From an optimization exercise on the open Yosys and OpenROAD flow, aimed at small area; shortcuts taken in it are not production practice. Function was checked by simulation only, so behaviour that the tests miss may differ from the original. Power figures rest on the tool's default switching activity, not on a simulated workload.

## build 3
## router_top
module router_top(input clock, resetn, read_enb_0, read_enb_1, read_enb_2, pkt_valid,
                  input [7:0] data_in, output [7:0] data_out_0, data_out_1, data_out_2,
                  output valid_out_0, valid_out_1, valid_out_2, error, busy);
clock: 5.0 ns
lec_check: 0
cap_margin: 20
core_margin: 2
core_utilization: 40
cts_cluster_diameter: 80
cts_cluster_size: 30
slew_margin: 20
synth_hierarchical: 1
standard.sh (not shown) runs the stock make flow with config.mk's settings and CLKGATE_MAP_FILE= SYNTH_SCRIPT=/design/flow/synth_recipe.tcl, a recipe that flattens the netlist after the stock synthesis.
==> flow/flow/run.sh <==
#!/bin/bash
# The standard layout (standard.sh) with three changes:
#  - synthesis maps the logic with an area-oriented ABC script (flow/synth.tcl);
#  - the port buffers are the smallest buffer cell;
#  - clock tree synthesis adds no dummy loads.
set -euo pipefail
here=$(pwd)
export MY_ABC_SCRIPT=$here/flow/abc_area.script
export BUFFER_PORTS_ARGS="-buffer_cell sky130_fd_sc_hd__buf_1"
export CTS_ARGS="-sink_clustering_enable -repair_clock_nets -dont_use_dummy_load -sink_clustering_size 30 -sink_clustering_max_diameter 80"
sed "s|SYNTH_SCRIPT=[^ ]*|SYNTH_SCRIPT=$here/flow/synth.tcl|" standard.sh > my_standard.sh
grep -q "SYNTH_SCRIPT=$here/flow/synth.tcl" my_standard.sh
bash my_standard.sh > standard.log 2>&1
==> flow/flow/abc_area.script <==
strash
dch -f
&get -n
&nf -R 1000
&put
==> flow/flow/synth.tcl <==
# The standard synthesis (synth_recipe.tcl), except that ABC maps the logic
# with an area-oriented script (abc_area.script beside this file, named by
# MY_ABC_SCRIPT) instead of ORFS's delay-oriented one.  Everything else,
# including the flip-flop mapping, is ORFS's synth.tcl unchanged.
proc synth {args} { yosys synth -nofsm -noshare {*}$args }
set f [open $::env(SCRIPTS_DIR)/synth.tcl]
set src [read $f]
close $f
set old {log_cmd abc {*}$abc_args}
if {[string first $old $src] < 0} { error "abc call not found in synth.tcl" }
set src [string map [list $old {log_cmd abc {*}[lreplace $abc_args 1 1 $::env(MY_ABC_SCRIPT)]}] $src]
eval $src
# left out here: clear keep_hierarchy, flatten, clean up, hide names made inside functions, write 1_2_yosys.v
Having completed the whole flow, build 3 delivered a layout that passed the timing, design-rule and antenna checks.
Modified inputs, build 5 compared to build 3
# build 3
export LEC_CHECK = 0
export CAP_MARGIN = 20
export CORE_MARGIN = 2
export CORE_UTILIZATION = 40
export CTS_CLUSTER_DIAMETER = 80
export CTS_CLUSTER_SIZE = 30
export SLEW_MARGIN = 20
export SYNTH_HIERARCHICAL = 1
create_clock -name core_clock -period 5.0 [get_ports {clock}]
# build 5
export LEC_CHECK = 0
export CAP_MARGIN = 20
export CORE_MARGIN = 2
export CORE_UTILIZATION = 40
export SLEW_MARGIN = 20
export SYNTH_HIERARCHICAL = 1
create_clock -name core_clock -period 5.0 [get_ports {clock}]
==> flow/run.sh (new file) <==
#!/bin/bash
# synth_recipe.tcl (not shown) runs the flow's synth.tcl, then flattens the netlist and writes it again
# the make line also repeats each setting of config.mk as NAME=value (left out here)
make -C /OpenROAD-flow-scripts/flow DESIGN_CONFIG=/design/flow/config.mk WORK_HOME=/design/flow/orfs CLKGATE_MAP_FILE= SYNTH_SCRIPT=/design/flow/synth_recipe.tcl finish
removed: flow/flow/run.sh
removed: flow/flow/abc_area.script
removed: flow/flow/synth.tcl
removed: flow/standard.sh
Notes after the runs:
Build 5 against build 3: worst reg-to-reg path cell count now sits lower, hold slack now sits higher. Delta (build 5 minus build 3): non-clock buffer total of the final layout picked up an extra 3, setup slack went up. | switching fraction of total power | build 5 vs build 3 | 2.0 points lower |. Delta (build 5 minus build 3): fraction of power consumed by combinational cells decreased by 4.0 points relative to the old numbers, reported clock group power moved up, transition time of the tightest slew-check pin now smaller, initial cell density of the core comparable. Build 5 vs. build 3: total number of tap cells picked up an extra 65, number of gates resized after cts neither gained nor lost much.
Relative to build 5, the following input files were edited for build 28:
# build 5
export LEC_CHECK = 0
export CAP_MARGIN = 20
export CORE_MARGIN = 2
export CORE_UTILIZATION = 40
export SLEW_MARGIN = 20
export SYNTH_HIERARCHICAL = 1
create_clock -name core_clock -period 5.0 [get_ports {clock}]
# build 28
export LEC_CHECK = 0
export CAP_MARGIN = 20
export CORE_MARGIN = 2
export CORE_UTILIZATION = 40
export CTS_CLUSTER_DIAMETER = 80
export CTS_CLUSTER_SIZE = 30
export SLEW_MARGIN = 20
export SYNTH_HIERARCHICAL = 1
create_clock -name core_clock -period 5.0 [get_ports {clock}]
==> run summary <==
The higher share of power burned in the clock network came out of build 5. Build 28 vs build 5 — clock power dropped about 40%. Build 28 vs build 5 — number of H-tree levels dropped 1. Routed wire in build 28 totals less than in build 5. In the tables for build 28 and build 5, utilization reads higher with build 5. Area growth from synthesis to layout, build 28 and build 5, higher one = build 5. Build 28 vs build 5 — number of CTS-inserted buffers dropped by more than half. Relative to build 5, build 28 improves global-route wire length before repair. Between build 28 and build 5, it is build 28 whose setup slack is lower, by 0.057 ns.

-- separate check: timing with driven ports --
The flow's constraints put no driver on any port. The routed layouts listed below were extracted and timed again, unchanged, in two steps. Step 1 assumes that a clkbuf_16 drives the clock port and a buf_2 every other input. Step 2 moves the port delays by t, midway between the first and last clock arrival at a register: inputs arrive t later, outputs are due t later. That takes back most of the time a late clock gives input paths. Slacks: ideal / step 1 / step 2; pairs: ideal / step 1.
run	t, ns	setup slack, ns	worst data-port slew with drivers (ns)
build 3	0.623	0.630 / 0.630 / 0.630	0.04
build 5	0.645	1.067 / 1.085 / 0.440	0.06
build 28	0.621	1.010 / 1.024 / 0.404	0.06
After both steps setup and hold are still met in every run listed. The setup slack of build 5, which loses most, moves by +0.018 ns with the drivers and by -0.627 ns with both steps.
